Context: an optimization exercise on an open-source flow, tuned for small area and few clock cycles. The choices shown serve that exercise and are no tape-out recipe. The RTL was checked by simulation tests, not by an equivalence proof against the original design. Power and IR drop assume default switching activity. The flow treats the clock pin as an ideal source, which a real chip does not have.

v6:
## axi_lite_memory
module axi_lite_memory #(
	parameter   AXIL_DATA_WIDTH = 32,
			    AXIL_ADDR_WIDTH = 4
)(
	input wire  						clk,
	input wire  						reset,
	input wire  						arvalid,
	input wire [AXIL_ADDR_WIDTH-1:0]	araddr,
	input wire  						rready,
	output reg  						arready,
	output reg  						rvalid,
	output reg [AXIL_DATA_WIDTH-1:0]	rdata,
	output wire [1:0]					rresp,
	input wire  						awvalid,
	input wire [AXIL_ADDR_WIDTH-1:0]	awaddr,
	input wire  						wvalid,
	input wire [AXIL_DATA_WIDTH-1:0]	wdata,
	input wire [AXIL_DATA_WIDTH/8-1:0]	wstrb,
	input wire  						bready,
	output reg  						awready,
	output reg  						wready,
	output reg  						bvalid,
	output wire [1:0]					bresp
);
	localparam MEMORY_DEPTH = 2**AXIL_ADDR_WIDTH;
	reg [AXIL_DATA_WIDTH-1:0] mem [0:MEMORY_DEPTH-1];  
	reg [AXIL_ADDR_WIDTH-1:0] araddr_q;
	reg [MEMORY_DEPTH-1:0] rsel;
	reg [AXIL_ADDR_WIDTH-1:0]   awaddr_buff;
	reg [AXIL_DATA_WIDTH-1:0]   wdata_buff;
	reg [AXIL_DATA_WIDTH/8-1:0] wstrb_buff;
	reg aw_full, w_full;
	reg commit;    
	reg aw_wait;   
	reg w_wait;    
	reg b_free;    
	reg aw_take, w_take, complete;
	integer i, w;
	wire [AXIL_ADDR_WIDTH-1:0]   araddr_nxt, awaddr_nxt;
	wire [AXIL_DATA_WIDTH-1:0]   wdata_nxt;
	wire [AXIL_DATA_WIDTH/8-1:0] wstrb_nxt;
	wire arready_n, aw_take_n, w_take_n;
	axi_lite_memory_inv u_ar_inv (.a(arready), .y(arready_n));
	axi_lite_memory_inv u_aw_inv (.a(aw_take), .y(aw_take_n));
	axi_lite_memory_inv u_w_inv  (.a(w_take),  .y(w_take_n));
	axi_lite_memory_lane #(.W(AXIL_ADDR_WIDTH)) u_ar_hold (
		.en(arready), .en_n(arready_n), .d(araddr), .q(araddr_q), .y(araddr_nxt)
	);
	axi_lite_memory_lane #(.W(AXIL_ADDR_WIDTH)) u_aw_hold (
		.en(aw_take), .en_n(aw_take_n), .d(awaddr), .q(awaddr_buff), .y(awaddr_nxt)
	);
	axi_lite_memory_lane #(.W(AXIL_DATA_WIDTH + AXIL_DATA_WIDTH/8)) u_w_hold (
		.en(w_take), .en_n(w_take_n), .d({wstrb, wdata}), .q({wstrb_buff, wdata_buff}),
		.y({wstrb_nxt, wdata_nxt})
	);
	reg  [AXIL_DATA_WIDTH/8-1:0] wen   [0:MEMORY_DEPTH-1];
	reg  [AXIL_DATA_WIDTH/8-1:0] wen_n [0:MEMORY_DEPTH-1];
	wire [AXIL_DATA_WIDTH-1:0]   mem_nxt [0:MEMORY_DEPTH-1];
	genvar gw, gl;
	generate
  ...
Size in the first run: ~1600 cells after synthesis, roughly 560 flip-flops, ~92 I/O pins.
export LEC_CHECK = 0
export CAP_MARGIN = 20
export CORE_MARGIN = 2
export CORE_UTILIZATION = 70
export PLACE_DENSITY = 0.85
export SLEW_MARGIN = 20
export SYNTH_HIERARCHICAL = 1
create_clock -name core_clock -period 5.0 [get_ports {clk}]
standard.sh (not shown) runs the stock make flow with config.mk's settings and CLKGATE_MAP_FILE= SYNTH_SCRIPT=/design/flow/synth_recipe.tcl, a recipe that flattens the netlist after the stock synthesis.
==> flow/flow/run.sh <==
#!/bin/bash
# Standard ORFS layout (the standard.sh), with three changes:
#  - synthesis maps logic with an area-oriented abc script (flow/my_synth.tcl);
#  - ports are buffered with the smallest buffer (buf_1) instead of clkdlybuf4s50_1;
#  - CTS uses clkbuf_16 leaf clusters of up to 30 sinks and no dummy loads.
set -euo pipefail
cd "$(dirname "$0")/.."
work=$PWD
export MY_ABC_SCRIPT=$work/flow/area_map.abc
export FLOW_SYNTH_TCL=$work/synth_recipe.tcl
export BUFFER_PORTS_ARGS="-buffer_cell sky130_fd_sc_hd__buf_1"
export CTS_ARGS="-sink_clustering_enable -repair_clock_nets -dont_use_dummy_load -buf_list sky130_fd_sc_hd__clkbuf_16 -sink_clustering_size 30 -sink_clustering_max_diameter 200"
bash standard.sh SYNTH_SCRIPT=$work/flow/my_synth.tcl finish > flow_standard.log 2>&1
==> flow/flow/area_map.abc <==
&get -n
&st
&dch
&nf -a
&st
&dch
&nf -a
&put
==> flow/flow/my_synth.tcl <==
# The standard flow's synthesis (synth_recipe.tcl, which sources ORFS's synth.tcl) with one change:
# abc's technology-mapping script is an area-oriented one (area_map.abc) instead of
# ORFS's abc_speed.script. Flip-flop mapping (dfflibmap), flattening and renaming
# are the standard flow's own, so the registers are the standard synthesis's.
proc abc {args} {
  set i [lsearch -exact $args -script]
  if {$i >= 0 && [string match *abc_speed.script [lindex $args [expr {$i + 1}]]]} {
    lset args [expr {$i + 1}] $::env(MY_ABC_SCRIPT)
  }
  yosys abc {*}$args
}
source $::env(FLOW_SYNTH_TCL)
Testbench counts of v6, summed over its fixed seeds: cycles 21,542.
For v7, these inputs were changed with respect to v6:
==> flow/flow/run.sh <==
#!/bin/bash
# Standard ORFS layout (the standard.sh), with three changes:
#  - synthesis maps logic with an area-oriented abc script (flow/my_synth.tcl);
#  - ports are buffered with the smallest buffer (buf_1) instead of clkdlybuf4s50_1;
#  - CTS uses clkbuf_16 leaf clusters of up to 28 sinks and no dummy loads.
set -euo pipefail
cd "$(dirname "$0")/.."
work=$PWD
export MY_ABC_SCRIPT=$work/flow/area_map.abc
export FLOW_SYNTH_TCL=$work/synth_recipe.tcl
export BUFFER_PORTS_ARGS="-buffer_cell sky130_fd_sc_hd__buf_1"
export CTS_ARGS="-sink_clustering_enable -repair_clock_nets -dont_use_dummy_load -buf_list sky130_fd_sc_hd__clkbuf_16 -sink_clustering_size 28 -sink_clustering_max_diameter 200"
bash standard.sh SYNTH_SCRIPT=$work/flow/my_synth.tcl finish > flow_standard.log 2>&1
## What came out
v7 improves on v6 in smallest hold slack.
Changes observed in v7 relative to v6: maximum number of pins on one net before global-route repair comparable; length in cells of the worst reg-to-reg path now smaller.

* * *

Another version of the RTL of axi_lite_memory (not shown whole).
Size: roughly 1000 cells after synthesis, roughly 92 I/O pins, ~19000 µm² of cells after synthesis.
clock: 5.0 ns
lec_check: 0
cap_margin: 20
core_margin: 2
core_utilization: 40
place_density: 0.6
slew_margin: 20
run.sh (not shown) runs the stock make flow with config.mk's settings and CLKGATE_MAP_FILE= SYNTH_SCRIPT=/design/flow/synth_recipe.tcl, a recipe that flattens the netlist after the stock synthesis.
Stock flow here: none of the scripts above is used.
Testbench counts at the start, summed over its fixed seeds: cycles 21,542.
Change:
==> flow/flow/run.sh (new file) <==
#!/bin/bash
# Standard ORFS layout, with two changes that only shrink buffering:
#  - ports are buffered with the smallest buffer (buf_1) instead of clkdlybuf4s50_1;
#  - CTS uses clkbuf_16 leaf clusters of up to 28 sinks and no dummy loads.
set -euo pipefail
cd "$(dirname "$0")/.."
export BUFFER_PORTS_ARGS="-buffer_cell sky130_fd_sc_hd__buf_1"
export CTS_ARGS="-sink_clustering_enable -repair_clock_nets -dont_use_dummy_load -buf_list sky130_fd_sc_hd__clkbuf_16 -sink_clustering_size 28 -sink_clustering_max_diameter 200"
bash standard.sh finish > flow_standard.log 2>&1
==> flow/standard.sh (new file) <==
#!/bin/bash
# synth_recipe.tcl (not shown) runs the flow's synth.tcl, then flattens the netlist and writes it again
# the make line also repeats each setting of config.mk as NAME=value (left out here)
make -C /OpenROAD-flow-scripts/flow DESIGN_CONFIG=/design/flow/config.mk WORK_HOME=/design/flow/orfs CLKGATE_MAP_FILE= SYNTH_SCRIPT=/design/flow/synth_recipe.tcl "${@:-finish}"
removed: flow/run.sh
Outcome: The changed run completed with no timing, DRC or antenna violations; area after synthesis is unchanged; clock skew barely changes; power decreases by about 20%.
Change:
==> flow/run.sh (new file) <==
#!/bin/bash
# synth_recipe.tcl (not shown) runs the flow's synth.tcl, then flattens the netlist and writes it again
# the make line also repeats each setting of config.mk as NAME=value (left out here)
make -C /OpenROAD-flow-scripts/flow DESIGN_CONFIG=/design/flow/config.mk WORK_HOME=/design/flow/orfs CLKGATE_MAP_FILE= SYNTH_SCRIPT=/design/flow/synth_recipe.tcl finish
CTS_BUF_LIST = sky130_fd_sc_hd__clkbuf_4   (was unset)
removed: flow/flow/run.sh
removed: flow/standard.sh
Sequential power is about the same.
Die area stays the same.
Worst setup slack gets worse by 0.74 ns.
Core utilization rises by 3.3 points.
Via count rises by 6.6%.
Routed wire length rises by 2.3%.
Flip-flop and latch count does not change.
Sequential share of layout area falls by 5.4 points.

* * *

axi_lite_memory, a different RTL version from the one above (not shown whole).
Size in the first run: roughly 570 flip-flops, ~0.021 mm2 of cells after synthesis.
clock: 5.0 ns
lec_check: 0
cap_margin: 20
core_margin: 2
core_utilization: 40
place_density: 0.6
slew_margin: 20
standard.sh (not shown) runs the stock make flow with config.mk's settings and CLKGATE_MAP_FILE= SYNTH_SCRIPT=/design/flow/synth_recipe.tcl, a recipe that flattens the netlist after the stock synthesis.
==> flow/flow/run.sh <==
#!/bin/bash
# Standard ORFS layout, with two changes that only shrink buffering:
#  - ports are buffered with the smallest buffer (buf_1) instead of clkdlybuf4s50_1;
#  - CTS uses clkbuf_16 leaf clusters of up to 32 sinks and no dummy loads.
set -euo pipefail
cd "$(dirname "$0")/.."
export BUFFER_PORTS_ARGS="-buffer_cell sky130_fd_sc_hd__buf_1"
export CTS_ARGS="-sink_clustering_enable -repair_clock_nets -dont_use_dummy_load -buf_list sky130_fd_sc_hd__clkbuf_16 -sink_clustering_size 32 -sink_clustering_max_diameter 200"
bash standard.sh finish > flow_standard.log 2>&1
Testbench counts at the start, summed over its fixed seeds: cycles 21,542.
==> next run, changes <==
--- a/flow/flow/run.sh
+++ b/flow/flow/run.sh
@@ -2 +2,2 @@
-# Standard ORFS layout, with two changes that only shrink buffering:
+# Standard ORFS layout (the standard.sh), with three changes:
+#  - synthesis maps logic with an area-oriented abc script (flow/my_synth.tcl);
@@ -6,0 +8,3 @@
+work=$PWD
+export MY_ABC_SCRIPT=$work/flow/area_map.abc
+export FLOW_SYNTH_TCL=$work/synth_recipe.tcl
@@ -9 +13 @@
-bash standard.sh finish > flow_standard.log 2>&1
+bash standard.sh SYNTH_SCRIPT=$work/flow/my_synth.tcl finish > flow_standard.log 2>&1
==> flow/flow/area_map.abc (new file) <==
&get -n
&st
&dch
&nf -a
&st
&dch
&nf -a
&put
==> flow/flow/my_synth.tcl (new file) <==
# The standard flow's synthesis (synth_recipe.tcl, which sources ORFS's synth.tcl) with one change:
# abc's technology-mapping script is an area-oriented one (area_map.abc) instead of
# ORFS's abc_speed.script. Flip-flop mapping (dfflibmap), flattening and renaming
# are the standard flow's own, so the registers are the standard synthesis's.
proc abc {args} {
  set i [lsearch -exact $args -script]
  if {$i >= 0 && [string match *abc_speed.script [lindex $args [expr {$i + 1}]]]} {
    lset args [expr {$i + 1}] $::env(MY_ABC_SCRIPT)
  }
  yosys abc {*}$args
}
source $::env(FLOW_SYNTH_TCL)
The new run passed the timing, DRC and antenna checks.
Sequential share of layout area grows by 0.93 points.
Clock power is about the same.
Hold slack improves by 0.0047 ns.
Clock-buffer cell count stays the same.
First-iteration DRC count grows by 41%.
Synthesized area shrinks by 2.9%.
Core utilization grows by 1.2 points.

[re-timing with driven ports]
The results above use ideal ports. As a check the final layouts listed here were re-extracted and re-timed, cells and wires unchanged.
Step 1 (the two cells are an assumption about what drives the block):
set clk [get_ports {clk}]
set_driving_cell -lib_cell sky130_fd_sc_hd__clkbuf_16 $clk
set_driving_cell -lib_cell sky130_fd_sc_hd__buf_2 [delete_from_list [all_inputs] $clk]
Step 2 also shifts input and output timing later by t, the mid clock arrival at the registers, as if the neighbouring blocks saw the same clock.
Three values: ideal, step 1, step 2; two values: the first two.
run	t (ns)	setup WS [ns]	hold WS [ns]	cell pins on the clock port's net
v6	0.607	0.596 / 0.544 / 1.151	0.477 / 0.477 / 0.477	1
v7	0.611	0.595 / 0.543 / 1.154	0.482 / 0.482 / 0.482	1
the first run of note 2	0.615	0.899 / 0.846 / 1.268	0.580 / 0.580 / 0.580	1
the second run of note 2	0.595	1.370 / 1.316 / 1.722	0.607 / 0.607 / 0.607	1
the third run of note 2	0.861	0.625 / 0.572 / 1.285	0.581 / 0.581 / 0.581	1
the first run of note 3	0.621	1.300 / 1.238 / 1.858	0.589 / 0.559 / 0.614	1
the second run of note 3	0.619	1.239 / 1.181 / 1.800	0.594 / 0.562 / 0.638	1
After both steps setup and hold are still met in every run listed.
